Background: an optimization exercise with open tools, aiming at small area, a short achievable clock period and few clock cycles per item. Do not read the settings as production practice.
In this exercise RTL edits were held to simulation tests only and were not proved equivalent to the original.
Power is estimated from default activity; no workload was simulated.

==> flow/design.v (outline; a module is shown in full before it is edited, if it fits) <==
// module part4_mac: 1433 lines
module part4_mac(clk, reset, a, b, f, valid_in, valid_out);
  // ...
==> flow/flow/run.sh <==
#!/bin/bash
# The standard layout, with one extra step between synthesis and
# floorplan: flow/bubble.py removes the inverters that Yosys's full-adder
# extraction leaves around full adders (a full adder is self-dual, so it can
# work on complemented inputs and give complemented outputs instead).
# Registers and the logic function are unchanged.
set -uo pipefail
R=$PWD/orfs/results/sky130hd/part4_mac/base
bash standard.sh synth > synth.log 2>&1 || exit 1
cp "$R/1_2_yosys.v" 1_2_yosys_standard.v
python3 flow/bubble.py 1_2_yosys_standard.v "$R/1_2_yosys.v" > bubble.log 2>&1 || exit 1
touch "$R/1_2_yosys.v"
bash standard.sh finish > standard.log 2>&1
==> flow/flow/bubble.py <==
#!/usr/bin/env python3
"""Remove inverters around full-adder cells in a flat Yosys netlist.

A full adder is self-dual: FA(~a, ~b, ~c) = (~sum, ~cout). Yosys's full-adder
extraction often builds adders whose inputs and outputs all go through
inverters. This pass removes every inverter that does not drive a port,
chooses for each full adder whether it works on true or complemented
signals so that as few signals as possible are needed in both polarities,
and puts back one inverter per signal that is still needed inverted.
The logic function of every register input and output port is unchanged.

usage: bubble.py netlist.v [out.v]
"""
import re
import sys
from collections import defaultdict

OUT_PINS = {'X', 'Y', 'Q', 'Q_N', 'SUM', 'COUT', 'HI', 'LO'}
src = open(sys.argv[1]).read()
dst = sys.argv[2] if len(sys.argv) > 2 else sys.argv[1]

m = re.search(r'^\s*module\s+(\S+)\s*\((.*?)\);', src, re.S | re.M)
top = m.group(1)
# port bit names
ports = set()
for d, rng, names in re.findall(r'^\s*(input|output|inout)\s*(\[\d+:\d+\])?\s*([^;]+);', src, re.M):
    for n in names.split(','):
        n = n.strip()
        if rng:
            hi, lo = map(int, rng[1:-1].split(':'))
            for i in range(min(hi, lo), max(hi, lo) + 1):
                ports.add(f'{n}[{i}]')
        else:
            ports.add(n)

inst_re = re.compile(r'^\s*(sky130_fd_sc_hd__\w+)\s+(\S+)\s*\((.*?)\);\s*$', re.S | re.M)
pin_re = re.compile(r'\.(\w+)\((.*?)\)\s*(?:,|$)', re.S)


raw = {}


def norm(net):
    r = net.strip()
    net = r
    if net.startswith('\\'):
        net = net[1:].strip()
    raw.setdefault(net, r + (' ' if r.startswith('\\') else ''))
    return net


def vname(net):
    """net name as written in Verilog"""
    if net in raw:
        return raw[net]
    if re.fullmatch(r'[A-Za-z_][A-Za-z0-9_$]*(\[\d+\])?', net):
        return net
    if re.fullmatch(r'.*\[\d+\]', net):
        b, i = re.fullmatch(r'(.*)(\[\d+\])', net).groups()
        if re.fullmatch(r'[A-Za-z_][A-Za-z0-9_$]*', b):
            return net
        return '\\' + b + ' ' + i
    return '\\' + net + ' '


insts = []
for mm in inst_re.finditer(src):
    typ, name, body = mm.groups()
    pins = [(p, norm(n)) for p, n in pin_re.findall(body)]
    insts.append({'type': typ, 'name': name, 'pins': pins, 'span': mm.span()})

driver = {}
for k, it in enumerate(insts):
    for p, n in it['pins']:
        if p in OUT_PINS:
            driver[n] = (k, p)


def is_inv(it):
    return re.match(r'sky130_fd_sc_hd__(clk)?inv_\d+$', it['type']) is not None


def is_fa(it):
    return re.match(r'sky130_fd_sc_hd__fa_\d+$', it['type']) is not None


def pin(it, p):
    for q, n in it['pins']:
        if q == p:
            return n
    return None


removable = set()
for k, it in enumerate(insts):
    if is_inv(it) and pin(it, 'Y') not in ports and pin(it, 'A') is not None:
        removable.add(k)

memo = {}


def base(net):
    """(base net, polarity) of a net, looking through removable inverters"""
    if net in memo:
        return memo[net]
    d = driver.get(net)
    if d is not None and d[0] in removable:
        b, p = base(pin(insts[d[0]], 'A'))
        r = (b, p ^ 1)
    else:
        r = (net, 0)
    memo[net] = r
    return r


fas = [k for k, it in enumerate(insts) if is_fa(it)]
flippable = set()
for k in fas:
    outs = [pin(insts[k], 'SUM'), pin(insts[k], 'COUT')]
    if not any(o in ports for o in outs if o):
        flippable.add(k)

flip = defaultdict(int)
phys = defaultdict(int)
cnt = defaultdict(lambda: [0, 0])
demands = []          # (inst, pin, base, pol)
by_inst = defaultdict(list)
for k, it in enumerate(insts):
    if k in removable:
        continue
    for p, n in it['pins']:
        if p in OUT_PINS or n == '' or "'" in n:
            continue
        b, pol = base(n)
        demands.append([k, p, b, pol])
        by_inst[k].append(len(demands) - 1)
        cnt[b][pol] += 1


def needs(b):
    return 1 if cnt[b][phys[b] ^ 1] > 0 else 0


before = sum(needs(b) for b in list(cnt))
changed = True
passes = 0
while changed and passes < 50:
    changed = False
    passes += 1
    for k in fas:
        if k not in flippable:
            continue
        it = insts[k]
        outs = [o for o in (pin(it, 'SUM'), pin(it, 'COUT')) if o]
        aff = set(demands[i][2] for i in by_inst[k]) | set(outs)
        old = sum(needs(b) for b in aff)
        for i in by_inst[k]:
            d = demands[i]
            cnt[d[2]][d[3]] -= 1
            d[3] ^= 1
            cnt[d[2]][d[3]] += 1
        for o in outs:
            phys[o] ^= 1
        new = sum(needs(b) for b in aff)
        if new < old:
            flip[k] ^= 1
            changed = True
        else:   # undo
            for i in by_inst[k]:
                d = demands[i]
                cnt[d[2]][d[3]] -= 1
                d[3] ^= 1
                cnt[d[2]][d[3]] += 1
            for o in outs:
                phys[o] ^= 1
after = sum(needs(b) for b in list(cnt))

# rebuild
invnet = {}
newinst = []
newwires = []
conn = {}
for k, p, b, pol in demands:
    if pol == phys[b]:
        conn[(k, p)] = b
    else:
        if b not in invnet:
            j = len(invnet)
            invnet[b] = f'bbl_n{j}'
            newwires.append(f'bbl_n{j}')
            newinst.append(f'  sky130_fd_sc_hd__inv_1 bbl_i{j} (\n    .A({vname(b)}),\n    .Y(bbl_n{j})\n  );\n')
        conn[(k, p)] = invnet[b]

out = []
pos = 0
for k, it in enumerate(insts):
    s, e = it['span']
    out.append(src[pos:s])
    pos = e
    if k in removable:
        continue
    lines = [f'  {it["type"]} {it["name"]} (']
    pl = []
    for p, n in it['pins']:
        n2 = conn.get((k, p), n)
        pl.append(f'    .{p}({vname(n2) if n2 else ""})')
    lines.append(',\n'.join(pl))
    lines.append('  );')
    out.append('\n'.join(lines))
rest = src[pos:]
i = rest.rfind('endmodule')
out.append(rest[:i] + ''.join(newinst) + rest[i:])
text = ''.join(out)
# declare the new wires after the module header
hdr_end = m.end()
decl = ''.join(f'  wire {w};\n' for w in newwires)
text = text[:hdr_end] + '\n' + decl + text[hdr_end:]
open(dst, 'w').write(text)
print(f'bubble: {len(removable)} inverters removed, {len(invnet)} added '
      f'({before} -> {after} by count), {sum(flip.values())} of {len(fas)} full adders flipped',
      file=sys.stderr)
==> flow/standard.sh <==
#!/bin/bash
# synth_recipe.tcl (not shown) runs the flow's synth.tcl, then flattens the netlist and writes it again
# the make line also repeats each setting of config.mk as NAME=value (left out here)
make -C /OpenROAD-flow-scripts/flow DESIGN_CONFIG=/design/flow/config.mk WORK_HOME=/design/flow/orfs CLKGATE_MAP_FILE= SYNTH_SCRIPT=/design/flow/synth_recipe.tcl "${@:-finish}"
==> flow/config.mk <==
export PLATFORM = sky130hd
export DESIGN_NAME = part4_mac
export DESIGN_NICKNAME = part4_mac
export VERILOG_FILES = /design/flow/design.v
export SDC_FILE = /design/flow/constraint.sdc
export NUM_CORES = 4
export LEC_CHECK = 0
export CAP_MARGIN = 20
export CORE_MARGIN = 2
export CORE_UTILIZATION = 75
export CTS_BUF_LIST = sky130_fd_sc_hd__clkbuf_4 sky130_fd_sc_hd__clkbuf_8
export PLACE_DENSITY = 0.85
export SETUP_SLACK_MARGIN = 3.1
export SLEW_MARGIN = 20
export TNS_END_PERCENT = 10
==> flow/constraint.sdc <==
create_clock -name core_clock -period 6.0 [get_ports {clk}]
set_input_delay 1.2000 -clock core_clock [delete_from_list [all_inputs] [get_ports {clk}]]
set_output_delay 1.2000 -clock core_clock [all_outputs]
set_load 0.01 [all_outputs]
==> summary.md, run 1 <==
| Metric | Value |
|---|---|
| Status | `no timing/DRC/antenna violations` |
| Leakage | `3.920 nW` |
| Final wirelength | `26,050 µm` |
| Crit path max fanout | `7` |
| # rows | `38` |
| Crit path cell chain | `clkbuf_16 > a21o_1 > fa_1 > ha_2 > nand4_1 > nor3_2 > nand2_1 > o211ai_1 > nor3_2 > xor2_1 > buf_4 > xnor2_1` |
| Synth Net Count | `960` |
| Min-delay src | `sgn[0]$_DFF_P_` |
| Most Crowded Layer GR | `met2` |
| Non-clk bufs | `74` |
| Drt pass-1 iters | `10` |
| #MultiIn Comb | `584` |
| Met1 Track Usage GR | `0.5087` |
| VDD IR max | `0.0005261 V` |
| Largest cell class | `multi-input gates` |
| Syn-to-layout area delta | `16.56%` |
| Post-layout instance area | `9678 µm²` |
| Largest Pwr Group | `combinational logic` |
| Cts hold-fix bufs | `0` |
| Fin util | `0.8928` |
| Net Sw Frac | `0.4611` |
| Worst min-delay path class | `reg -> reg` |
| Setup crit end | `raw[27]$_DFF_P_` |
| CTS tree | `done` |
| Clk pwr | `777 µW` |
| Most used cell along the critical path | `nor3_2` |
Testbench counts, summed over its fixed seeds: cycles 4,824, items 4,800.
==> run 2: changes to the inputs <==
==> flow/flow/run.sh (replaced) <==
#!/bin/bash
# The standard layout, with two changes:
#  - one extra step between synthesis and floorplan: flow/bubble.py removes
#    the inverters that Yosys's full-adder extraction leaves around full
#    adders (a full adder is self-dual, so it can work on complemented inputs
#    and give complemented outputs instead). Registers and the logic
#    function are unchanged.
#  - the I/O ports are buffered with buf_2 cells instead of the default
#    delay-buffer cells.
set -uo pipefail
R=$PWD/orfs/results/sky130hd/part4_mac/base
P='BUFFER_PORTS_ARGS=-buffer_cell sky130_fd_sc_hd__buf_2'
bash standard.sh "$P" synth > synth.log 2>&1 || exit 1
cp "$R/1_2_yosys.v" 1_2_yosys_standard.v
python3 flow/bubble.py 1_2_yosys_standard.v "$R/1_2_yosys.v" > bubble.log 2>&1 || exit 1
touch "$R/1_2_yosys.v"
bash standard.sh "$P" finish > standard.log 2>&1
--- a/flow/config.mk
+++ b/flow/config.mk
@@ -7,9 +7,9 @@
 export LEC_CHECK = 0
 export CAP_MARGIN = 20
 export CORE_MARGIN = 2
-export CORE_UTILIZATION = 75
+export CORE_UTILIZATION = 55
 export CTS_BUF_LIST = sky130_fd_sc_hd__clkbuf_4 sky130_fd_sc_hd__clkbuf_8
-export PLACE_DENSITY = 0.85
+export PLACE_DENSITY = 0.7
 export SETUP_SLACK_MARGIN = 3.1
 export SLEW_MARGIN = 20
 export TNS_END_PERCENT = 10
==> run 2 against run 1 <==
Compared with the run above: synthesized cell count stayed put; synthesized area unchanged; still clean on timing, DRC and antenna; via count down 14%; utilization shrank 25 points; critical path type unchanged.
==> summary.md, run 2 <==
| Metric | Value |
|---|---|
| Total clock sinks | `126` |
| Clock share of power | `0.141` |
| Period minus WS final | `3.233 ns` |
| Die H | `126.9 µm` |
| Final setup viols | `0` |
| Die area | `16,090 µm²` |
| Reg with most FFs | `raw` |
| Global Route Usage Sum | `0.2437` |
| Yosys warns | `1` |
| Gate power share | `0.609` |
| Clk slew on worst S/H paths | `0.08 ns` |
| Antenna violations before repair | `0` |
| # rows | `44 (+16%)` |
| Reg2reg setup slack | `2.77 ns` |
| Max reg flops | `28` |
| Sw power | `2.347 mW` |
| Setup TNS | `0 ns` |
| CTS Root Cell | `clkbuf_8` |
| Worst r2r dst | `keep$_DFF_P_` |
| Arr. time, crit path | `3.57 ns` |
| Initial Util | `0.5670` |
| Leakage | `3.960 nW (+1.0%)` |
| Vias/cell | `5.850` |
| Syn-to-layout area delta | `12.90%` |
| Fmax | `309.3 MHz` |
| RSZ-0062 raised after global routing | `yes` |
| Power Dens Cells | `576.1 nW/µm²` |
| Placer congestion estimate | `0.9563` |
| CP max stage delay | `0.45 ns` |
| Setup crit end kind | `register` |
| Final ANT Viol Nets | `0` |
| R2R Path Start | `keep$_DFF_P_` |
| Core area | `14,640 µm²` |
| Hold path endpoint | `sgn[1]$_DFF_P_` |
| Crit path launch type | `register` |
| VDD IR max | `0.0002747 V (-48%)` |
| Worst-Skew Late Latency | `0.44 ns` |
| Int Power | `3.052 mW` |
| DRT iter0 DRCs | `769` |
| Crit path max fanout | `7 (unchanged)` |
| Mapped Cells | `801` |
| Hold Path Stages | `0` |
| CTS tree | `done` |
| Commonest non-fill, non-tap cell in the layout | `dfxtp_1` |
| Net Sw Frac | `0.4347 (-0.02637)` |
| Drt drc | `0` |
| Layout Nets | `995` |
| First-pass GRT wire length | `30,860 µm` |
| CP Data Required Time | `6.34 ns` |
| Status | `no timing/DRC/antenna violations` |
| Number of max-cap violations | `0` |
| Worst min-delay path class | `reg -> reg` |
| Routed vias | `6,043` |
| Drt pass-1 iters | `5 (-5)` |
| DP HPWL | `13,740 µm` |
| CTS Buffer Depth | `2` |
| Placed cells | `993` |
| Fin crit share | `0.5388` |
| Crit-path slowest cell | `fa_1` |
| Vias in the first global route | `6,080` |
| Worst Skew | `0.01119 ns` |
| Avg WL per Cell | `18.51 µm` |
| DIE WIDTH | `126.9 µm` |
| Synth Net Count | `960 (unchanged)` |
| Commonest cells after routing, fill and taps aside | `dfxtp_1, a22oi_1, fa_1` |
| Crit path cell chain | `clkbuf_16 > a21o_1 > fa_1 > ha_2 > nand4_1 > nor3_2 > nand2_1 > o211ai_1 > nor3_1 > xor2_1 > buf_4 > o21ba_2` |
| Biggest regs | `raw (28), a_r (14)` |
| Cts bufs inserted | `17` |
| Largest net degree at the start of global routing | `28` |
| Kind of critical path | `reg -> reg` |
| Diode count | `0` |
| Top delay family on crit path | `adder cells` |
| CTS H-tree depth | `4` |
| Mapped Area | `8303 µm²` |
| Worst slew margin | `0.4112` |
| Cts hold-fix bufs | `0 (unchanged)` |
| Final hold vios | `0` |
| Seq pwr share | `0.249` |
| Num ports | `60` |
| Buf+Inv Stages, Crit Path | `2` |
| Avg Synthesized Cell Area | `10.37 µm²` |
| Share of layout cells above drive strength 1 | `0.1885` |
| Min-delay src | `sgn[0]$_DFF_P_` |
| Final wirelength | `19,120 µm (-27%)` |
| Worst-Margin Slew | `0.8820 ns` |
| Max Slew Vio Count | `0` |
| Port-buffer cells | `59` |
| Grt total ovfl | `0` |
| FF-to-FF path depth | `12` |
| Post-Layout Cell Count | `1,033` |
## run 2: layout make-up
cell class | instances | area (µm²)
clock buffer | 21 | 270.3
clock inverter | 11 | 141.4
fill | 1195 | 5270
inverter | 38 | 142.6
multi-input combinational | 584 | 5597
sequential | 126 | 2562
tap | 184 | 230.2
timing repair buffer | 69 | 430.4
## run 2: worst max-delay path by stage
stage / startpoint / end / cells past startpoint
detailed placement: ovp$_DFF_P_ / ovp$_DFF_P_ / 11
floorplan: keep$_DFF_P_ / raw[24]$_DFF_P_ / 12
CTS: keep$_DFF_P_ / raw[24]$_DFF_P_ / 11
global placement: ovp$_DFF_P_ / raw[27]$_DFF_P_ / 11
global route: keep$_DFF_P_ / raw[24]$_DFF_P_ / 11
finish: keep$_DFF_P_ / keep$_DFF_P_ / 12
## run 2: metal layers
metal  global-route usage  wire [µm]  up-vias
met5                    0          0        -
li1                     -          -     2789
met2               0.3779       8679      292
met1               0.3460       8849     2927
met3              0.05272       1257       35
met4              0.07240        338        0
## run 2: timing repair
| item | in CTS | in global routing |
|---|---|---|
| pin swaps | 8 | 4 |
| cloned | 0 | 2 |
| setup buffers | 2 | 4 |
| endpoints found under the hold margin | 0 | 0 |
| endpoints found under the setup margin | 38 | 36 |
| gates resized for setup | 40 | 12 |
## run 2: stage by stage
step | hold WS [ns] | total power [mW] | util | area (µm²) | setup WS (ns)
final | 0.3275 | 5.400 | 0.6401 | 9374 | 2.767
after global placement | 0.3157 | 4.327 | 0.5956 | 8722 | 2.581
after floorplan | 0.3096 | 3.713 | - | 8487 | 2.945
after CTS | 0.3286 | 5.251 | 0.6310 | 9240 | 2.847
after global routing | 0.3238 | 5.833 | 0.6401 | 9374 | 2.708
after detailed placement | 0.3150 | 4.435 | 0.5956 | 8722 | 2.536
## run 2: power groups by stage
stage | Clock [mW] | Sequential, mW | Combinational, mW
floorplan | 0 | 1.26 | 2.45
global placement | 0 | 1.35 | 2.97
detailed placement | 0 | 1.36 | 3.08
CTS | 0.776 | 1.34 | 3.13
global route | 0.820 | 1.37 | 3.64
finish | 0.764 | 1.35 | 3.29
==> run 3: changes to the inputs <==
--- a/flow/config.mk
+++ b/flow/config.mk
@@ -7,8 +7,9 @@
 export LEC_CHECK = 0
 export CAP_MARGIN = 20
 export CORE_MARGIN = 2
-export CORE_UTILIZATION = 55
+export CORE_UTILIZATION = 65
 export CTS_BUF_LIST = sky130_fd_sc_hd__clkbuf_4 sky130_fd_sc_hd__clkbuf_8
+export GPL_ROUTABILITY_DRIVEN = 0
 export PLACE_DENSITY = 0.7
 export SETUP_SLACK_MARGIN = 3.1
 export SLEW_MARGIN = 20
==> run 3 against run 2 <==
Compared with the run above: design area is 0.56% lower; via count rose by 1.8%; critical path type unchanged; clock skew decreased by 0.0043 ns; highest routed layer unchanged; sequential cell count unchanged; critical endpoint unchanged; still clean.
==> summary.md, run 3 <==
| Metric | Value |
|---|---|
| Avg WL per Cell | `19.00 µm (+2.7%)` |
| VDD IR max | `0.0002460 V (-10%)` |
| Grt total ovfl | `0 (unchanged)` |
| Crit path max fanout | `14 (+7)` |
| Final hold vios | `0 (unchanged)` |
| Worst-Margin Slew | `0.8995 ns (+0.01743 ns)` |
| Drt drc | `0 (unchanged)` |
| Die area | `13,690 µm² (-15%)` |
| Met1 Track Usage GR | `0.4270 (+0.08099)` |
| Vias/cell | `6.029 (+3.1%)` |
| DIE WIDTH | `117.0 µm (-7.8%)` |
| Int Power | `3.071 mW (+0.60%)` |
| Cts bufs inserted | `17 (unchanged)` |
| CTS Root Cell | `clkbuf_8` |
| Commonest non-fill, non-tap cell in the layout | `dfxtp_1` |
| Fmax | `311.5 MHz (+0.69%)` |
| Number of max-cap violations | `0 (unchanged)` |
| Reg with most FFs | `raw` |
| FILL cells | `913 (-24%)` |
| Diode count | `0 (unchanged)` |
| Placed inst area | `8700 µm² (-0.26%)` |
| Largest net degree at the start of global routing | `29 (+3.6%)` |
| Final ANT Viol Nets | `0 (unchanged)` |
| Sw power | `2.360 mW (+0.53%)` |
| CTS H-tree depth | `4 (unchanged)` |
| DRT iter0 DRCs | `927 (+21%)` |
| Total clock sinks | `126 (unchanged)` |
| Seq pwr share | `0.247 (-0.002)` |
| RSZ-0062 raised after global routing | `yes` |
| Kind of critical path | `reg -> reg` |
| Avg Synthesized Cell Area | `10.37 µm² (unchanged)` |
| Status | `no timing/DRC/antenna violations` |
| # rows | `41 (-6.8%)` |
| Fin crit share | `0.5351 (-0.003712)` |
| Setup TNS | `0 ns (unchanged)` |
| Layout Nets | `994 (-0.10%)` |
| Hold Slack | `0.3340 ns (+0.006485 ns)` |
| Clock share of power | `0.146 (+0.005)` |
| Worst Skew | `0.006844 ns (-0.004344 ns)` |
| Final wirelength | `19,380 µm (+1.4%)` |
| Max reg flops | `28 (unchanged)` |
| Commonest cells after routing, fill and taps aside | `dfxtp_1, a22oi_1, fa_1` |
| Mapped Cells | `801 (unchanged)` |
| Routed vias | `6,150 (+1.8%)` |
| Share of layout cells above drive strength 1 | `0.1816 (-0.006853)` |
| Core area | `12,570 µm² (-14%)` |
| Gate power share | `0.607 (-0.002)` |
| Met3 Use GR | `0.06797 (+0.01525)` |
| Leakage | `3.945 nW (-0.39%)` |
| Worst slew margin | `0.3995 (-0.01164)` |
| CP Data Required Time | `6.38 ns (+0.04 ns)` |
| Antenna violations before repair | `0 (unchanged)` |
| Worst min-delay path class | `reg -> reg` |
| Syn-to-layout area delta | `12.27%` |
| Vias in the first global route | `6,184 (+1.7%)` |
| Power Dens Cells | `582.6 nW/µm² (+1.1%)` |
| Cts hold-fix bufs | `0 (unchanged)` |
| DP HPWL | `13,880 µm (+1.0%)` |
| CTS Buffer Depth | `2 (unchanged)` |
| Num ports | `60 (unchanged)` |
| Setup crit end kind | `register` |
| Net Sw Frac | `0.4345 (about the same)` |
| Most Crowded Layer GR | `met2` |
| Post-layout instance area | `9321 µm² (-0.56%)` |
| Global Route Usage Sum | `0.3023 (+0.05864)` |
| Mapped Area | `8303 µm² (unchanged)` |
| Max Slew Vio Count | `0 (unchanged)` |
| First-pass GRT wire length | `31,300 µm (+1.4%)` |
| Period minus WS final | `3.211 ns (-0.02227 ns)` |
| Drt pass-1 iters | `7 (+2)` |
| Yosys warns | `1 (unchanged)` |
| Biggest regs | `raw (28), a_r (14)` |
| Worst-Skew Late Latency | `0.43 ns (about the same)` |
| Initial Util | `0.6606 (+0.09364)` |
| CTS tree | `done` |
| Crit path launch type | `register` |
| Die H | `117.0 µm (-7.8%)` |
| Met2 Usage GRT | `0.4609 (+0.08296)` |
| Port-buffer cells | `59 (unchanged)` |
| Multi-input gate area | `5567 µm² (-0.54%)` |
| Arr. time, crit path | `3.59 ns (+0.02 ns)` |
| Register area | `2574 µm² (+0.44%)` |
| Synth Net Count | `960 (unchanged)` |
| Final setup viols | `0 (unchanged)` |
| Clk slew on worst S/H paths | `0.07 ns (about the same)` |
run 3: area by class of cell:
class / instances / area share
Clock buffer: 21 / 0.03034
Clock inverter: 11 / 0.01651
Inverter: 38 / 0.01530
Multi-Input combinational cell: 584 / 0.5972
Sequential cell: 126 / 0.2761
Tap cell: 172 / 0.02309
Timing Repair Buffer: 68 / 0.04148
run 3: worst max-delay path, stage by stage (launching register included):
cell and delay, ns:
dfxtp_4 0.36, buf_12 0.15, a21o_1 0.18, fa_1 0.53, ha_4 0.22, and2_1 0.15, a221o_1 0.35, o211ai_1 0.37
o211ai_1 0.20, nor3_2 0.20, xor2_2 0.26, o21ba_2 0.17
run 3: routing by layer:
metal | part of all wire | wire [µm]
met5 | 0 | 0
met1 | 0.44 | 8536
met2 | 0.46 | 8899
met4 | 0.020 | 388
met3 | 0.080 | 1560
run 3: metrics by stage:
stage	total power [mW]	utilization	setup WS, ns	cells
CTS	5.365	0.7390	2.900	1018
finish	5.431	0.7417	2.789	1020
global route	5.880	0.7417	2.708	1020
global placement	4.317	0.6922	2.337	980
floorplan	3.713	-	2.945	801
detailed placement	4.456	0.6922	2.258	980
run 3: timing repair:
| action | CTS | global route |
|---|---|---|
| pin swaps | 15 | 4 |
| buffers inserted | 6 | 2 |
| gates resized for setup | 44 | 3 |
| endpoints found under the setup margin | 67 | 34 |
run 3: path summary, 6_finish.rpt:
kind / startpoint / to / slack, ns / cells after the start
setup / recovery: keep$_DFF_P_ / keep$_DFF_P_ / 2.79 / 11
hold / removal: sgn[0]$_DFF_P_ / sgn[1]$_DFF_P_ / 0.33 / 0
setup reg to reg: keep$_DFF_P_ / keep$_DFF_P_ / 2.79 / 11
hold reg to reg: sgn[0]$_DFF_P_ / sgn[1]$_DFF_P_ / 0.33 / 0
run 3: power by group through the flow:
| stage | Clock (mW) | Sequential (mW) | Combinational, mW |
|---|---|---|---|
| 3_3_place_gp | 0 | 1.35 | 2.96 |
| 5_1_grt | 0.852 | 1.37 | 3.66 |
| 4_1_cts | 0.810 | 1.34 | 3.21 |
| 2_1_floorplan | 0 | 1.26 | 2.45 |
| 6_report | 0.793 | 1.34 | 3.30 |
| 3_5_place_dp | 0 | 1.37 | 3.09 |
==> run 4: changes to the inputs <==
--- a/flow/config.mk
+++ b/flow/config.mk
@@ -10,7 +10,7 @@
 export CORE_UTILIZATION = 65
 export CTS_BUF_LIST = sky130_fd_sc_hd__clkbuf_4 sky130_fd_sc_hd__clkbuf_8
 export GPL_ROUTABILITY_DRIVEN = 0
-export PLACE_DENSITY = 0.7
+export PLACE_DENSITY = 0.85
 export SETUP_SLACK_MARGIN = 3.1
 export SLEW_MARGIN = 20
 export TNS_END_PERCENT = 10
==> run 4 against run 3 <==
Compared with the run above: still clean; sequential power hardly changed; power is 9.0% higher; synthesized cell count stayed put; hold slack better by 0.0095 ns; clock-buffer cell count is 1 lower; sequential share of layout area is 0.71 points lower; synthesized area stayed put; die area stayed put; clock skew is 0.010 ns higher; critical path type unchanged; critical endpoint unchanged; largest power group unchanged.
==> summary.md, run 4 <==
| Metric | Value |
|---|---|
| Worst-Margin Slew | `0.9294 ns (+0.02992 ns)` |
| VDD IR max | `0.0002922 V (+19%)` |
| FF-to-FF path depth | `12 (+1)` |
| Hold Slack | `0.3435 ns (+0.009540 ns)` |
| Status | `no timing/DRC/antenna violations` |
| Die area | `13,690 µm² (unchanged)` |
| Drt pass-1 iters | `6 (-1)` |
| Final ANT Viol Nets | `0 (unchanged)` |
| FILL cells | `758 (-17%)` |
| Grt total ovfl | `0 (unchanged)` |
| Total clock sinks | `126 (unchanged)` |
| Top delay family on crit path | `adder cells` |
| Post-layout instance area | `9525 µm² (+2.2%)` |
| Synth Net Count | `960 (unchanged)` |
| Vias/cell | `6.463 (+7.2%)` |
| Crit path cell chain | `clkbuf_16 > a21o_1 > fa_1 > ha_1 > nand2_1 > nor3_2 > nand2_1 > o211ai_1 > nor3_2 > xor2_1 > buf_4 > o21ba_2` |
| Multi-input gate area | `5650 µm² (+1.5%)` |
| Worst Skew | `0.01702 ns (+0.01018 ns)` |
| Crit-path slowest cell | `fa_1` |
| Crit path max fanout | `10 (-4)` |
| Mapped Cells | `801 (unchanged)` |
| Crit path launch type | `register` |
| Number of max-cap violations | `0 (unchanged)` |
| Reg2reg setup slack | `2.61 ns (-0.18 ns)` |
| Setup TNS | `0 ns (unchanged)` |
| Hold path endpoint | `sgn[1]$_DFF_P_` |
| Num ports | `60 (unchanged)` |
| Worst r2r dst | `keep$_DFF_P_` |
| Hold Path Stages | `0 (unchanged)` |
| Fin crit share | `0.5648 (+0.02970)` |
| Diode count | `0 (unchanged)` |
| Layout Nets | `1,001 (+0.70%)` |
| Cts bufs inserted | `17 (unchanged)` |
| CTS Root Cell | `clkbuf_8` |
| # rows | `41 (unchanged)` |
| Placed inst area | `8700 µm² (unchanged)` |
| Initial Util | `0.6606 (unchanged)` |
| Final wirelength | `21,960 µm (+13%)` |
| Largest net degree at the start of global routing | `22 (-24%)` |
| Worst slew margin | `0.3796 (-0.01998)` |
| Register area | `2562 µm² (-0.44%)` |
| Worst min-delay path class | `reg -> reg` |
| Arr. time, crit path | `3.71 ns (+0.12 ns)` |
| Global Route Usage Sum | `0.3302 (+0.02791)` |
| Placed cells | `980 (unchanged)` |
| Min-delay src | `sgn[0]$_DFF_P_` |
| Reg with most FFs | `raw` |
| Commonest non-fill, non-tap cell in the layout | `dfxtp_1` |
| Post-Layout Cell Count | `1,027 (+0.69%)` |
| Final hold vios | `0 (unchanged)` |
| Avg Synthesized Cell Area | `10.37 µm² (unchanged)` |
| DRT iter0 DRCs | `1,099 (+19%)` |
| Dpl ws | `2.255 ns (-0.002860 ns)` |
| Period minus WS final | `3.389 ns (+0.1782 ns)` |
| Final setup viols | `0 (unchanged)` |
| Yosys warns | `1 (unchanged)` |
| Port-buffer cells | `59 (unchanged)` |
| Antenna violations before repair | `0 (unchanged)` |
| CP max stage delay | `0.45 ns (-0.08 ns)` |
| Buf+Inv Stages, Crit Path | `2 (+1)` |
| Kind of critical path | `reg -> reg` |
| Post-layout worst setup margin | `2.611 ns (-0.1782 ns)` |
| CTS H-tree depth | `4 (unchanged)` |
| Share of layout cells above drive strength 1 | `0.2094 (+0.02775)` |
| Max reg flops | `28 (unchanged)` |
| Power, Total | `5.922 mW (+9.0%)` |
| Power Dens Cells | `621.7 nW/µm² (+6.7%)` |
| CTS tree | `done` |
| Biggest regs | `raw (28), a_r (14)` |
| Syn-to-layout area delta | `14.72%` |
| Fmax | `295.1 MHz (-5.3%)` |
| Mapped Area | `8303 µm² (unchanged)` |
| Fin util | `0.7579 (+0.01623)` |
| Core area | `12,570 µm² (unchanged)` |
| Leakage | `4.001 nW (+1.4%)` |
| Routed vias | `6,638 (+7.9%)` |
| Setup crit end kind | `register` |
| Vias in the first global route | `6,613 (+6.9%)` |
| Avg WL per Cell | `21.38 µm (+13%)` |
| R2R Path Start | `ovp$_DFF_P_` |
| First-pass GRT wire length | `34,420 µm (+10%)` |
| Drt drc | `0 (unchanged)` |
| Clk slew on worst S/H paths | `0.09 ns (+0.02 ns)` |
| Commonest cells after routing, fill and taps aside | `dfxtp_1, a22oi_1, fa_1` |
| Cts hold-fix bufs | `0 (unchanged)` |
| Worst-Skew Late Latency | `0.44 ns (about the same)` |
| RSZ-0062 raised after global routing | `yes` |
| CP Data Required Time | `6.32 ns (-0.06 ns)` |
| Max Slew Vio Count | `0 (unchanged)` |
| DIE WIDTH | `117.0 µm (unchanged)` |
| Die H | `117.0 µm (unchanged)` |
| DP HPWL | `13,830 µm (-0.37%)` |
| CTS Buffer Depth | `2 (unchanged)` |
==> run 4: worst register-to-register path: stages, from the launching register on <==
cell       delay (ns)
dfxtp_4          0.40
clkbuf_16        0.18
a21o_1           0.20
fa_1             0.45
ha_1             0.44
nand2_1          0.17
nor3_2           0.33
nand2_1          0.09
o211ai_1         0.39
nor3_2           0.10
xor2_1           0.16
buf_4            0.17
o21ba_2          0.19
==> run 4: report_power, final <==
group          leakage (nW)  internal [mW]  switching [mW]  total (mW)
Combinational          2.71           1.58            2.11        3.69
Clock                 0.226          0.525           0.355       0.880
Sequential             1.06           1.15           0.200        1.35
==> run 4: layer usage <==
layer  track usage  up-vias  share of wire
met5             0        -              0
met4        0.1388        0          0.038
met3       0.06591      104           0.10
met2        0.5322      542           0.47
met1        0.4399     3183           0.39
li1              -     2809              -
==> run 4: worst max path at each step <==
stage                     cells after the start               from                to
final                                        12        ovp$_DFF_P_      keep$_DFF_P_
after global routing                         13        ovp$_DFF_P_       ovp$_DFF_P_
after CTS                                     7  a_r[1]$_SDFF_PN0_  r1_c13_1$_DFF_P_
after detailed placement                     10       keep$_DFF_P_   raw[27]$_DFF_P_
after global placement                       10       keep$_DFF_P_   raw[27]$_DFF_P_
after floorplan                              12       keep$_DFF_P_   raw[24]$_DFF_P_
==> run 4: repair_timing <==
| item | 4_1_cts | 5_1_grt |
|---|---|---|
| pin swaps | 13 | 2 |
| gates resized for setup | 50 | 13 |
| endpoints found under the setup margin | 67 | 34 |
| buffers inserted | 12 | 1 |
| cloned | 0 | 2 |
==> run 4: area by class of cell <==
cell class	instances	area share
clock buffers	20	0.02824
clock inverters	12	0.02167
inverters	38	0.01497
multi-input cells	584	0.5932
flip-flops and latches	126	0.2690
well taps	172	0.02259
repair buffers	75	0.05031
==> run 5: changes to the inputs <==
--- a/flow/config.mk
+++ b/flow/config.mk
@@ -10,7 +10,7 @@
 export CORE_UTILIZATION = 65
 export CTS_BUF_LIST = sky130_fd_sc_hd__clkbuf_4 sky130_fd_sc_hd__clkbuf_8
 export GPL_ROUTABILITY_DRIVEN = 0
-export PLACE_DENSITY = 0.85
+export PLACE_DENSITY = 0.75
 export SETUP_SLACK_MARGIN = 3.1
 export SLEW_MARGIN = 20
 export TNS_END_PERCENT = 10
==> run 5 against run 4 <==
Compared with the run above: register-to-register slack better by 0.20 ns; clock power fell by 9.2%; design area down 2.0%; combinational power decreased by 12%; non-clock buffer count decreased by 3; via count decreased by 7.8%; synthesized area unchanged; power decreased by 9.1%; utilization decreased by 1.5 points; clock-buffer cell count did not move; global-route usage shrank 2.5 points; largest cell class unchanged.
==> summary.md, run 5 <==
| Metric | Value |
|---|---|
| Status | `no timing/DRC/antenna violations` |
| Leakage | `3.952 nW (-1.2%)` |
| First-pass GRT wire length | `31,530 µm (-8.4%)` |
| Grt total ovfl | `0 (unchanged)` |
| Clock share of power | `0.148 (about the same)` |
| Antenna violations before repair | `0 (unchanged)` |
| Cts bufs inserted | `17 (unchanged)` |
| Vias/cell | `5.977 (-7.5%)` |
| Net Sw Frac | `0.4378 (-0.01197)` |
| Fin crit share | `0.5323 (-0.03254)` |
| Drt drc | `0 (unchanged)` |
| Layout Nets | `998 (-0.30%)` |
| Setup TNS | `0 ns (unchanged)` |
| Syn-to-layout area delta | `12.48%` |
| Mapped Cells | `801 (unchanged)` |
| Number of max-cap violations | `0 (unchanged)` |
| Period minus WS final | `3.194 ns (-0.1952 ns)` |
| Core area | `12,570 µm² (unchanged)` |
| Gate power share | `0.601 (-0.022)` |
| Buf+Inv Stages, Crit Path | `1 (-1)` |
| DIE WIDTH | `117.0 µm (unchanged)` |
| Final wirelength | `19,710 µm (-10%)` |
| Crit-path slowest cell | `fa_2` |
| Commonest cells after routing, fill and taps aside | `dfxtp_1, a22oi_1, fa_1` |
| Max reg flops | `28 (unchanged)` |
| CTS Buffer Depth | `2 (unchanged)` |
| CTS Root Cell | `clkbuf_8` |
| RSZ-0062 raised after global routing | `yes` |
| Final hold vios | `0 (unchanged)` |
| Die area | `13,690 µm² (unchanged)` |
| Largest net degree at the start of global routing | `17 (-23%)` |
| Power Dens Cells | `576.5 nW/µm² (-7.3%)` |
| Die H | `117.0 µm (unchanged)` |
| Yosys warns | `1 (unchanged)` |
| DP HPWL | `13,770 µm (-0.43%)` |
| Mapped Area | `8303 µm² (unchanged)` |
| Reg with most FFs | `raw` |
| Routed vias | `6,120 (-7.8%)` |
| Synth Net Count | `960 (unchanged)` |
| Worst-Skew Late Latency | `0.45 ns (about the same)` |
| Int Power | `3.027 mW (-7.1%)` |
| Crit path max fanout | `14 (+4)` |
| VDD IR max | `0.0002729 V (-6.6%)` |
| Total clock sinks | `126 (unchanged)` |
| Top delay family on crit path | `compound AO/OA/AOI/OAI gates` |
| # rows | `41 (unchanged)` |
| CTS H-tree depth | `4 (unchanged)` |
| Final ANT Viol Nets | `0 (unchanged)` |
| Num ports | `60 (unchanged)` |
| Crit path launch type | `register` |
| Vias in the first global route | `6,126 (-7.4%)` |
| Crit path cell chain | `buf_8 > a21o_1 > fa_1 > ha_2 > fa_2 > a21oi_2 > nor3b_2 > o211ai_1 > o211ai_1 > nor3_2 > xor2_2 > o21ba_2` |
| Reg2reg setup slack | `2.81 ns (+0.20 ns)` |
| Max Slew Vio Count | `0 (unchanged)` |
| Avg WL per Cell | `19.25 µm (-10%)` |
| Worst-Margin Slew | `0.8985 ns (-0.03086 ns)` |
| Worst slew margin | `0.4002 (+0.02060)` |
| Power, Total | `5.384 mW (-9.1%)` |
| Diode count | `0 (unchanged)` |
| Worst Skew | `0.01239 ns (-0.004633 ns)` |
| Fmax | `313.1 MHz (+6.1%)` |
| CP Data Required Time | `6.39 ns (+0.07 ns)` |
| Cts hold-fix bufs | `0 (unchanged)` |
| Seq pwr share | `0.251 (+0.023)` |
| DRT iter0 DRCs | `763 (-31%)` |
| Biggest regs | `raw (28), a_r (14)` |
| Share of layout cells above drive strength 1 | `0.1866 (-0.02274)` |
| CTS tree | `done` |
| Kind of critical path | `reg -> reg` |
| Most used cell along the critical path | `o211ai_1` |
| Arr. time, crit path | `3.58 ns (-0.13 ns)` |
| Worst min-delay path class | `reg -> reg` |
| Initial Util | `0.6606 (unchanged)` |
| Avg Synthesized Cell Area | `10.37 µm² (unchanged)` |
| CP max stage delay | `0.41 ns (-0.04 ns)` |
| Setup crit end kind | `register` |
| Final setup viols | `0 (unchanged)` |
| Port-buffer cells | `59 (unchanged)` |
| Sw power | `2.357 mW (-11%)` |
| Drt pass-1 iters | `5 (-1)` |
| Global Route Usage Sum | `0.3057 (-0.02452)` |
| Commonest non-fill, non-tap cell in the layout | `dfxtp_1` |
| Clk slew on worst S/H paths | `0.07 ns (-0.02 ns)` |
## run 5: worst paths after layout
kind             startpoint              to  cells after the start
max             ovp$_DFF_P_    keep$_DFF_P_                     12
min          sgn[0]$_DFF_P_  sgn[1]$_DFF_P_                      0
max reg2reg     ovp$_DFF_P_    keep$_DFF_P_                     12
min reg2reg  sgn[0]$_DFF_P_  sgn[1]$_DFF_P_                      0
## run 5: power groups by stage
stage	Sequential (mW)	Combinational [mW]	Clock [mW]
after floorplan	1.26	2.45	0
after global placement	1.36	2.95	0
after detailed placement	1.37	3.06	0
after CTS	1.35	3.15	0.809
after global routing	1.38	3.59	0.850
final	1.35	3.23	0.799
## run 5: per-stage QoR
| stage | utilization | instance area (µm²) | hold slack (ns) | instances | setup WS, ns |
|---|---|---|---|---|---|
| floorplan | - | 8487 | 0.3096 | 801 | 2.945 |
| global placement | 0.6916 | 8692 | 0.3583 | 979 | 2.279 |
| detailed placement | 0.6916 | 8692 | 0.3568 | 979 | 2.182 |
| CTS | 0.7425 | 9331 | 0.3698 | 1024 | 2.873 |
| global route | 0.7431 | 9339 | 0.3810 | 1024 | 2.722 |
| finish | 0.7431 | 9339 | 0.3756 | 1024 | 2.806 |
## run 5: worst register-to-register path, stage by stage (launching register included)
cell	delay (ns)
dfxtp_4	0.38
buf_8	0.16
a21o_1	0.19
fa_1	0.37
ha_2	0.21
fa_2	0.41
a21oi_2	0.19
nor3b_2	0.08
o211ai_1	0.31
o211ai_1	0.19
nor3_2	0.22
xor2_2	0.27
o21ba_2	0.16
## run 5: what timing repair did
| action | 4_1_cts | 5_1_grt |
|---|---|---|
| setup endpoints to repair | 68 | 32 |
| buffers inserted | 13 | 0 |
| resized for setup | 37 | 2 |
| pin swaps | 11 | 0 |
## run 5: cell type report
class	instances	area, µm²
clock buffer	20	275.3
clock inverter	12	160.2
fill	889	3229
inverter	38	142.6
multi-input combinational	584	5554
sequential	126	2562
tap	172	215.2
timing repair buffer	72	429.2
## run 5: per-layer routing
metal	global-route usage	routed length, µm	vias to the layer above
li1	-	-	2809
met1	0.4153	8588	2942
met2	0.4875	9242	318
met3	0.07209	1422	51
met4	0.1012	461	0
met5	0	0	-
==> run 6: changes to the inputs <==
--- a/flow/config.mk
+++ b/flow/config.mk
@@ -9,7 +9,6 @@
 export CORE_MARGIN = 2
 export CORE_UTILIZATION = 65
 export CTS_BUF_LIST = sky130_fd_sc_hd__clkbuf_4 sky130_fd_sc_hd__clkbuf_8
-export GPL_ROUTABILITY_DRIVEN = 0
 export PLACE_DENSITY = 0.75
 export SETUP_SLACK_MARGIN = 3.1
 export SLEW_MARGIN = 20
==> run 6 against run 5 <==
Compared with the run above: power decreased by 1.2%; largest cell class unchanged; combinational power increased by 2%; hold slack improved by 0.0048 ns; sequential power about the same; global-route usage decreased by 0.29 points.
==> summary.md, run 6 <==
| Metric | Value |
|---|---|
| Status | `no timing/DRC/antenna violations` |
| Routed vias | `6,052 (-1.1%)` |
| Power Dens Cells | `573.5 nW/µm² (-0.53%)` |
| Cts bufs inserted | `17 (unchanged)` |
| Die H | `117.0 µm (unchanged)` |
| CTS tree | `done` |
| Buf+Inv Stages, Crit Path | `1 (unchanged)` |
| Placer congestion estimate | `0.8862` |
| DIE WIDTH | `117.0 µm (unchanged)` |
| Reg2reg setup slack | `2.81 ns (about the same)` |
| Worst Skew | `0.008973 ns (-0.003419 ns)` |
| CTS Buffer Depth | `2 (unchanged)` |
| Min-delay src | `sgn[0]$_DFF_P_` |
| Kind of critical path | `reg -> reg` |
| Reg with most FFs | `raw` |
| Final wirelength | `19,780 µm (+0.31%)` |
| Fin util | `0.7383 (-0.004778)` |
| Most used cell along the critical path | `nor3_2` |
| Global Route Usage Sum | `0.3028 (-0.002906)` |
| Final ANT Viol Nets | `0 (unchanged)` |
| DP HPWL | `13,900 µm (+0.92%)` |
| CP Data Required Time | `6.34 ns (-0.05 ns)` |
| Worst-Margin Slew | `0.9113 ns (+0.01282 ns)` |
| Cts hold-fix bufs | `0 (unchanged)` |
| CTS H-tree depth | `4 (unchanged)` |
| CP max stage delay | `0.44 ns (+0.03 ns)` |
| DRT iter0 DRCs | `722 (-5.4%)` |
| Core area | `12,570 µm² (unchanged)` |
| Layout Nets | `998 (unchanged)` |
| FF-to-FF path depth | `11 (-1)` |
| Final hold vios | `0 (unchanged)` |
| Num ports | `60 (unchanged)` |
| Clk slew on worst S/H paths | `0.07 ns (about the same)` |
| Crit path max fanout | `7 (-7)` |
| Total clock sinks | `126 (unchanged)` |
| Mapped Area | `8303 µm² (unchanged)` |
| Leakage | `3.918 nW (-0.85%)` |
| Fin crit share | `0.5320 (about the same)` |
| Diode count | `0 (unchanged)` |
| Antenna violations before repair | `0 (unchanged)` |
| # rows | `41 (unchanged)` |
| Vias in the first global route | `5,991 (-2.2%)` |
| Top delay family on crit path | `adder cells` |
| RSZ-0062 raised after global routing | `yes` |
| Port-buffer cells | `59 (unchanged)` |
| Setup TNS | `0 ns (unchanged)` |
| Max Slew Vio Count | `0 (unchanged)` |
| Avg Synthesized Cell Area | `10.37 µm² (unchanged)` |
| Share of layout cells above drive strength 1 | `0.1847 (-0.001914)` |
| Final setup viols | `0 (unchanged)` |
| Post-Layout Cell Count | `1,022 (-0.20%)` |
| Worst-Skew Late Latency | `0.44 ns (about the same)` |
| Hold path endpoint | `sgn[1]$_DFF_P_` |
| R2R Path Start | `keep$_DFF_P_` |
| Crit-path slowest cell | `fa_1` |
| Initial Util | `0.6606 (unchanged)` |
| Avg WL per Cell | `19.35 µm (+0.51%)` |
| Synth Net Count | `960 (unchanged)` |
| Worst min-delay path class | `reg -> reg` |
| CTS Root Cell | `clkbuf_8` |
| Worst r2r dst | `keep$_DFF_P_` |
| Arr. time, crit path | `3.53 ns (-0.05 ns)` |
| Crit path launch type | `register` |
| Drt drc | `0 (unchanged)` |
| Placed cells | `979 (unchanged)` |
| Fmax | `313.3 MHz (about the same)` |
| Biggest regs | `raw (28), a_r (14)` |
| First-pass GRT wire length | `31,180 µm (-1.1%)` |
| Commonest non-fill, non-tap cell in the layout | `dfxtp_1` |
| Commonest cells after routing, fill and taps aside | `dfxtp_1, a22oi_1, fa_1` |
| Largest net degree at the start of global routing | `17 (unchanged)` |
| Drt pass-1 iters | `5 (unchanged)` |
| Grt total ovfl | `0 (unchanged)` |
| Hold Path Stages | `0 (unchanged)` |
| Period minus WS final | `3.192 ns (-0.001590 ns)` |
| Yosys warns | `1 (unchanged)` |
| Die area | `13,690 µm² (unchanged)` |
| VDD IR max | `0.0002362 V (-13%)` |
| Vias/cell | `5.922 (-0.92%)` |
| Mapped Cells | `801 (unchanged)` |
| Syn-to-layout area delta | `11.75%` |
| Crit path cell chain | `clkbuf_16 > a21o_1 > fa_1 > ha_1 > nand4_1 > nor3_2 > nand2_1 > o211ai_1 > nor3_2 > xor2_2 > o21ba_2` |
| Power, Total | `5.321 mW (-1.2%)` |
| Setup crit end kind | `register` |
| Worst slew margin | `0.3916 (-0.008560)` |
| Max reg flops | `28 (unchanged)` |
| Number of max-cap violations | `0 (unchanged)` |
==> run 6: worst max path at each step <==
| stage | startpoint | to | slack [ns] | cells after the start |
|---|---|---|---|---|
| after floorplan | keep$_DFF_P_ | raw[24]$_DFF_P_ | 2.94 | 12 |
| after global placement | keep$_DFF_P_ | keep$_DFF_P_ | 2.29 | 10 |
| after detailed placement | keep$_DFF_P_ | keep$_DFF_P_ | 2.16 | 10 |
| after CTS | keep$_DFF_P_ | keep$_DFF_P_ | 2.87 | 11 |
| after global routing | keep$_DFF_P_ | keep$_DFF_P_ | 2.72 | 11 |
| final | keep$_DFF_P_ | keep$_DFF_P_ | 2.81 | 11 |
==> run 6: per-stage QoR <==
stage,area (µm²),hold slack (ns),setup WS [ns]
after floorplan,8487,0.3096,2.945
after global placement,8692,0.3594,2.289
after detailed placement,8692,0.3574,2.161
after CTS,9228,0.3738,2.867
after global routing,9279,0.3869,2.723
final,9279,0.3804,2.808
==> run 6: power breakdown <==
group	total, mW	switching, mW	leakage (nW)	internal, mW
combinational	3.31	1.83	2.69	1.49
clock	0.658	0.324	0.169	0.334
sequential	1.35	0.201	1.06	1.15
==> run 6: per-layer routing <==
layer	GRT usage	up-vias	wire length, µm
li1	-	2800	-
met1	0.4263	2902	8682
met4	0.09333	0	352
met2	0.4751	315	9192
met3	0.06334	35	1548
met5	0	-	0
==> run 6: layout make-up <==
type	instances	area, µm²
repair buffers	72	446.7
clock inverters	11	96.34
inverters	38	142.6
fillers	910	3289
clock buffers	19	255.2
multi-input cells	584	5560
flip-flops and latches	126	2562
well taps	172	215.2
==> run 6: timing repair <==
action	in CTS	in global routing
endpoints found under the setup margin	68	32
gates resized for setup	35	5
pin swaps	13	0
setup buffers	11	1
gates cloned	0	1
==> run 6: worst register-to-register path: stages, from the launching register on <==
cell	delay, ns
dfxtp_4	0.38
clkbuf_16	0.17
a21o_1	0.20
fa_1	0.44
ha_1	0.44
nand4_1	0.23
nor3_2	0.30
nand2_1	0.09
o211ai_1	0.30
nor3_2	0.11
xor2_2	0.19
o21ba_2	0.24
==> run 7: changes to the inputs <==
--- a/flow/config.mk
+++ b/flow/config.mk
@@ -9,6 +9,8 @@
 export CORE_MARGIN = 2
 export CORE_UTILIZATION = 65
 export CTS_BUF_LIST = sky130_fd_sc_hd__clkbuf_4 sky130_fd_sc_hd__clkbuf_8
+export CTS_CLUSTER_DIAMETER = 150
+export CTS_CLUSTER_SIZE = 40
 export PLACE_DENSITY = 0.75
 export SETUP_SLACK_MARGIN = 3.1
 export SLEW_MARGIN = 20
==> run 7 against run 6 <==
Compared with the run above: register-to-register slack about the same; sequential power about the same; synthesized area unchanged; sequential share of layout area unchanged; combinational power about the same; die area unchanged; clock-buffer cell count unchanged; utilization unchanged; cell count unchanged; wire length unchanged; critical path type unchanged.
==> summary.md, run 7 <==
| Metric | Value |
|---|---|
| Drt drc | `0 (unchanged)` |
| Total clock sinks | `126 (unchanged)` |
| Drt pass-1 iters | `5 (unchanged)` |
| Largest net degree at the start of global routing | `17 (unchanged)` |
| CTS Buffer Depth | `2 (unchanged)` |
| Final ANT Viol Nets | `0 (unchanged)` |
| Diode count | `0 (unchanged)` |
| Max reg flops | `28 (unchanged)` |
| Cts hold-fix bufs | `0 (unchanged)` |
| Cts bufs inserted | `17 (unchanged)` |
| VDD IR max | `0.0002362 V (unchanged)` |
| Met2 Usage GRT | `0.4751 (unchanged)` |
| Num ports | `60 (unchanged)` |
| Seq pwr share | `0.254 (about the same)` |
| Final wirelength | `19,780 µm (unchanged)` |
| Mapped Area | `8303 µm² (unchanged)` |
| Crit path launch type | `register` |
| Setup crit end kind | `register` |
| Avg Synthesized Cell Area | `10.37 µm² (unchanged)` |
| Placed cells | `979 (unchanged)` |
| Fin crit share | `0.5320 (unchanged)` |
| Vias/cell | `5.922 (unchanged)` |
| DRT iter0 DRCs | `722 (unchanged)` |
| Hold Slack | `0.3804 ns (unchanged)` |
| Buf+Inv Stages, Crit Path | `1 (unchanged)` |
| Share of layout cells above drive strength 1 | `0.1847 (unchanged)` |
| Mapped Cells | `801 (unchanged)` |
| Syn-to-layout area delta | `11.75% (unchanged)` |
| Port-buffer cells | `59 (unchanged)` |
| Placer congestion estimate | `0.8862 (unchanged)` |
| Period minus WS final | `3.192 ns (unchanged)` |
| R2R Path Start | `keep$_DFF_P_` |
| CP startpoint | `keep$_DFF_P_` |
| Final setup viols | `0 (unchanged)` |
| Sw power | `2.350 mW (unchanged)` |
| Synth Net Count | `960 (unchanged)` |
| Crit path max fanout | `7 (unchanged)` |
| DP HPWL | `13,900 µm (unchanged)` |
| Post-layout worst setup margin | `2.808 ns (unchanged)` |
| Reg with most FFs | `raw` |
| Worst slew margin | `0.3916 (unchanged)` |
| Post-Layout Cell Count | `1,022 (unchanged)` |
| Final hold vios | `0 (unchanged)` |
| DIE WIDTH | `117.0 µm (unchanged)` |
| CTS H-tree depth | `4 (unchanged)` |
| CP Data Required Time | `6.34 ns (about the same)` |
| Most Crowded Layer GR | `met2` |
| Vias in the first global route | `5,991 (unchanged)` |
| Yosys warns | `1 (unchanged)` |
| Commonest cells after routing, fill and taps aside | `dfxtp_1, a22oi_1, fa_1` |
| Worst-Margin Slew | `0.9113 ns (unchanged)` |
| CP max stage delay | `0.44 ns (about the same)` |
| Clock share of power | `0.124 (about the same)` |
| Top delay family on crit path | `adder cells` |
| Met1 Track Usage GR | `0.4263 (unchanged)` |
| Grt total ovfl | `0 (unchanged)` |
| Dpl ws | `2.161 ns (unchanged)` |
| Worst Skew | `0.008973 ns (unchanged)` |
| Number of max-cap violations | `0 (unchanged)` |
| Core area | `12,570 µm² (unchanged)` |
| Crit-path slowest cell | `fa_1` |
| Leakage | `3.918 nW (unchanged)` |
| # rows | `41 (unchanged)` |
| Status | `no timing/DRC/antenna violations` |
| Gate power share | `0.622 (about the same)` |
| Fmax | `313.3 MHz (unchanged)` |
| Kind of critical path | `reg -> reg` |
| Net Sw Frac | `0.4417 (unchanged)` |
| Clk slew on worst S/H paths | `0.07 ns (about the same)` |
| Routed vias | `6,052 (unchanged)` |
| Worst min-delay path class | `reg -> reg` |
| First-pass GRT wire length | `31,180 µm (unchanged)` |
| Crit path cell chain | `clkbuf_16 > a21o_1 > fa_1 > ha_1 > nand4_1 > nor3_2 > nand2_1 > o211ai_1 > nor3_2 > xor2_2 > o21ba_2` |
| Antenna violations before repair | `0 (unchanged)` |
| Max Slew Vio Count | `0 (unchanged)` |
| Int Power | `2.971 mW (unchanged)` |
| Most used cell along the critical path | `nor3_2` |
| Global Route Usage Sum | `0.3028 (unchanged)` |
| Arr. time, crit path | `3.53 ns (about the same)` |
| Reg2reg setup slack | `2.81 ns (about the same)` |
| Avg WL per Cell | `19.35 µm (unchanged)` |
| CTS Root Cell | `clkbuf_8` |
| Min-delay src | `sgn[0]$_DFF_P_` |
| CTS tree | `done` |
| Initial Util | `0.6606 (unchanged)` |
| Biggest regs | `raw (28), a_r (14)` |
| Layout Nets | `998 (unchanged)` |
| Commonest non-fill, non-tap cell in the layout | `dfxtp_1` |
| Die area | `13,690 µm² (unchanged)` |
| Met3 Use GR | `0.06334 (unchanged)` |
| Power Dens Cells | `573.5 nW/µm² (unchanged)` |
| RSZ-0062 raised after global routing | `yes` |
| Die H | `117.0 µm (unchanged)` |
| Setup TNS | `0 ns (unchanged)` |
| Worst-Skew Late Latency | `0.44 ns (about the same)` |
-- run 7: per-layer routing --
layer / share of wire / vias to the layer above
li1: - / 2800
met1: 0.44 / 2902
met2: 0.46 / 315
met3: 0.078 / 35
met4: 0.018 / 0
met5: 0 / -
-- run 7: path summary, 6_finish.rpt --
kind / end / cells after the start
hold / removal: sgn[1]$_DFF_P_ / 0
setup / recovery: keep$_DFF_P_ / 11
hold reg to reg: sgn[1]$_DFF_P_ / 0
setup reg to reg: keep$_DFF_P_ / 11
-- run 7: power groups by stage --
stage	Sequential (mW)	Clock (mW)	Combinational [mW]
CTS	1.35	0.672	3.22
finish	1.35	0.658	3.31
floorplan	1.26	0	2.45
global placement	1.37	0	2.98
global route	1.38	0.708	3.65
detailed placement	1.38	0	3.09
-- run 7: stage by stage --
stage / cell area (µm²) / power (mW) / util
after CTS: 9228 / 5.249 / 0.7342
after global placement: 8692 / 4.353 / 0.6916
after floorplan: 8487 / 3.713 / -
after detailed placement: 8692 / 4.471 / 0.6916
after global routing: 9279 / 5.742 / 0.7383
final: 9279 / 5.321 / 0.7383
-- run 7: area by class of cell --
type	instances	area, µm²
Multi-Input combinational cell	584	5560
Clock inverter	11	96.34
Inverter	38	142.6
Fill cell	910	3289
Tap cell	172	215.2
Clock buffer	19	255.2
Timing Repair Buffer	72	446.7
Sequential cell	126	2562
-- run 7: what timing repair did --
item / in CTS / in global routing
buffers inserted: 11 / 1
setup endpoints to repair: 68 / 32
pin swaps: 13 / 0
gates resized for setup: 35 / 5
cloned: 0 / 1
==> run 8: changes to the inputs <==
--- a/flow/config.mk
+++ b/flow/config.mk
@@ -9,9 +9,8 @@
 export CORE_MARGIN = 2
 export CORE_UTILIZATION = 65
 export CTS_BUF_LIST = sky130_fd_sc_hd__clkbuf_4 sky130_fd_sc_hd__clkbuf_8
-export CTS_CLUSTER_DIAMETER = 150
-export CTS_CLUSTER_SIZE = 40
+export GPL_ROUTABILITY_DRIVEN = 0
 export PLACE_DENSITY = 0.75
-export SETUP_SLACK_MARGIN = 3.1
+export SETUP_SLACK_MARGIN = 3.0
 export SLEW_MARGIN = 20
 export TNS_END_PERCENT = 10
==> run 8 against run 7 <==
Compared with the run above: critical path type unchanged; sequential power is essentially flat; clock power up about 30%; clock-buffer cell count fell by 1.
==> summary.md, run 8 <==
| Metric | Value |
|---|---|
| Worst-Skew Late Latency | `0.46 ns (+0.02 ns)` |
| CTS H-tree depth | `4 (unchanged)` |
| Drt drc | `0 (unchanged)` |
| Share of layout cells above drive strength 1 | `0.2031 (+0.01835)` |
| Mapped Area | `8303 µm² (unchanged)` |
| Crit path max fanout | `13 (+6)` |
| Antenna violations before repair | `0 (unchanged)` |
| Post-Layout Cell Count | `1,024 (+0.20%)` |
| Met2 Usage GRT | `0.4848 (+0.009634)` |
| CTS Buffer Depth | `2 (unchanged)` |
| Number of max-cap violations | `0 (unchanged)` |
| Layout Nets | `999 (+0.10%)` |
| Global Route Usage Sum | `0.3125 (+0.009687)` |
| Min-delay src | `sgn[0]$_DFF_P_` |
| Die area | `13,690 µm² (unchanged)` |
| Yosys warns | `1 (unchanged)` |
| VDD IR max | `0.0002773 V (+17%)` |
| Buf+Inv Stages, Crit Path | `3 (+2)` |
| # rows | `41 (unchanged)` |
| Multi-input gate area | `5635 µm² (+1.4%)` |
| Crit path cell chain | `buf_4 > buf_6 > a21o_1 > fa_1 > ha_2 > nand2_1 > nor3_2 > nand2_1 > o211ai_1 > nor3_2 > xor2_1 > buf_4 > nor4_1` |
| Gate power share | `0.617 (-0.005)` |
| Diode count | `0 (unchanged)` |
| CTS Root Cell | `clkbuf_8` |
| DIE WIDTH | `117.0 µm (unchanged)` |
| Routed vias | `6,159 (+1.8%)` |
| Post-layout instance area | `9474 µm² (+2.1%)` |
| Leakage | `3.956 nW (+0.95%)` |
| Initial Util | `0.6606 (unchanged)` |
| Kind of critical path | `reg -> reg` |
| Clock share of power | `0.149 (+0.025)` |
| CP startpoint | `keep$_DFF_P_` |
| Largest net degree at the start of global routing | `17 (unchanged)` |
| Num ports | `60 (unchanged)` |
| Int Power | `3.269 mW (+10%)` |
| Synth Net Count | `960 (unchanged)` |
| Mapped Cells | `801 (unchanged)` |
| Fin crit share | `0.5280 (-0.003987)` |
| Cts bufs inserted | `17 (unchanged)` |
| Crit path launch type | `register` |
| Met3 Use GR | `0.08548 (+0.02214)` |
| Syn-to-layout area delta | `14.10%` |
| Top delay family on crit path | `adder cells` |
| Worst Skew | `0.01078 ns (+0.001806 ns)` |
| Most Crowded Layer GR | `met2` |
| Worst-Margin Slew | `0.8875 ns (-0.02380 ns)` |
| Commonest cells after routing, fill and taps aside | `dfxtp_1, a22oi_1, fa_1` |
| Power Dens Cells | `606.9 nW/µm² (+5.8%)` |
| Placed inst area | `8680 µm² (-0.14%)` |
| Final wirelength | `20,240 µm (+2.4%)` |
| Period minus WS final | `3.168 ns (-0.02392 ns)` |
| Net Sw Frac | `0.4315 (-0.01020)` |
| Vias/cell | `6.015 (+1.6%)` |
| Commonest non-fill, non-tap cell in the layout | `dfxtp_1` |
| Register area | `2587 µm² (+0.98%)` |
| RSZ-0062 raised after global routing | `yes` |
| Reg with most FFs | `raw` |
| Avg WL per Cell | `19.77 µm (+2.2%)` |
| Worst slew margin | `0.4075 (+0.01589)` |
| Worst min-delay path class | `reg -> reg` |
| Reg2reg setup slack | `2.83 ns (+0.02 ns)` |
| Avg Synthesized Cell Area | `10.37 µm² (unchanged)` |
| Final ANT Viol Nets | `0 (unchanged)` |
| Status | `no timing/DRC/antenna violations` |
| Core area | `12,570 µm² (unchanged)` |
| Die H | `117.0 µm (unchanged)` |
| Met1 Track Usage GR | `0.4315 (+0.005209)` |
| Final setup viols | `0 (unchanged)` |
| Setup TNS | `0 ns (unchanged)` |
| Final hold vios | `0 (unchanged)` |
| Biggest regs | `raw (28), a_r (14)` |
| Clk slew on worst S/H paths | `0.08 ns (about the same)` |
| Hold Slack | `0.3322 ns (-0.04818 ns)` |
| Port-buffer cells | `59 (unchanged)` |
| DRT iter0 DRCs | `784 (+8.6%)` |
| CP max stage delay | `0.44 ns (about the same)` |
| Max Slew Vio Count | `0 (unchanged)` |
| DP HPWL | `13,800 µm (-0.72%)` |
| First-pass GRT wire length | `32,150 µm (+3.1%)` |
| Fmax | `315.6 MHz (+0.75%)` |
| CTS tree | `done` |
| Sw power | `2.481 mW (+5.6%)` |
| Vias in the first global route | `6,250 (+4.3%)` |
| Crit-path slowest cell | `fa_1` |
| Drt pass-1 iters | `8 (+3)` |
| Arr. time, crit path | `3.53 ns (about the same)` |
| CP Data Required Time | `6.36 ns (+0.02 ns)` |
| Max reg flops | `28 (unchanged)` |
| FILL cells | `855 (-6.0%)` |
| Total clock sinks | `126 (unchanged)` |
| Setup crit end kind | `register` |
| Grt total ovfl | `0 (unchanged)` |
| Placed cells | `979 (unchanged)` |
| Power, Total | `5.750 mW (+8.1%)` |
| Seq pwr share | `0.234 (-0.020)` |
| R2R Path Start | `keep$_DFF_P_` |
==> run 8: cell types whose count changed in the layout (fill, tap and decap cells not counted), moves of 2 or more <==
cell        previous run  this run
ha_1                  34        22
dfxtp_2               26        16
dfxtp_4                2        12
ha_2                   1         8
ha_4                   5        10
a21oi_2                1         5
bufinv_16              1         5
a21oi_1               32        29
clkinv_2               4         1
buf_4                  8        10
clkinvlp_4             5         3
inv_6                  0         2
==> run 8: repair_timing <==
action                                  4_1_cts  5_1_grt
gates resized for setup                      59       11
pin swaps                                    15        5
hold buffers                                  0        0
endpoints found under the setup margin       68       23
buffers inserted                             10        4
==> run 8: layout make-up <==
cell class	instances	area share
Clock buffer	18	0.02615
Clock inverter	13	0.02245
Inverter	38	0.01506
Multi-Input combinational cell	584	0.5948
Sequential cell	126	0.2731
Tap cell	172	0.02272
Timing Repair Buffer	73	0.04569
==> run 8: power groups by stage <==
stage	clock [mW]	sequential, mW	combinational (mW)
6_report	0.858	1.35	3.55
5_1_grt	0.903	1.37	3.89
4_1_cts	0.868	1.34	3.30
3_5_place_dp	0	1.37	3.08
3_3_place_gp	0	1.36	2.95
2_1_floorplan	0	1.26	2.45
==> run 8: stage by stage <==
step,util,worst slack [ns]
after CTS,0.7479,2.906
final,0.7538,2.832
after detailed placement,0.6906,2.296
after global placement,0.6906,2.402
after global routing,0.7538,2.697
after floorplan,-,2.945
==> run 8: worst paths after layout <==
check / to / cells past startpoint
setup reg to reg: ovp$_DFF_P_ / 13
setup / recovery: ovp$_DFF_P_ / 13
hold / removal: sgn[1]$_DFF_P_ / 0
hold reg to reg: sgn[1]$_DFF_P_ / 0
==> run 8: layer usage <==
layer  vias to the layer above  share of wire
li1                       2805              -
met1                      2975           0.43
met2                       330           0.46
met3                        49          0.086
met4                         0          0.022
met5                         -              0

port drivers added, routing unchanged:
The results above use ideal ports. As a check the final layouts listed here were re-extracted and re-timed, cells and wires unchanged. Step 1, drivers: a clkbuf_16 drives clk and a buf_2 each remaining input, both assumed. Step 2 adds t to the input delays and takes it off the output delays; t is the mean of the earliest and latest rising clock arrival at the registers after step 1. Input paths then give back, and output paths get back, about the clock's delay inside the block. Three values: no drivers, after step 1, after step 2; two values: the first two.
run | t, ns | slack for setup (ns) | worst setup path after step 2 | latest minus earliest clock arrival (ns)
run 1 | 0.506 | 2.535 / 2.535 / 2.535 | register to register | 0.011 / 0.011
run 2 | 0.473 | 2.767 / 2.767 / 2.767 | register to register | 0.011 / 0.011
run 3 | 0.468 | 2.789 / 2.789 / 2.789 | register to register | 0.012 / 0.011
run 4 | 0.471 | 2.611 / 2.611 / 2.611 | register to register | 0.017 / 0.017
run 5 | 0.479 | 2.806 / 2.806 / 2.806 | register to register | 0.015 / 0.015
run 6 | 0.476 | 2.808 / 2.808 / 2.808 | register to register | 0.010 / 0.010
run 7 | 0.476 | 2.808 / 2.808 / 2.808 | register to register | 0.010 / 0.010
run 8 | 0.489 | 2.832 / 2.832 / 2.832 | register to register | 0.011 / 0.011
After both steps every run listed still meets setup and hold.
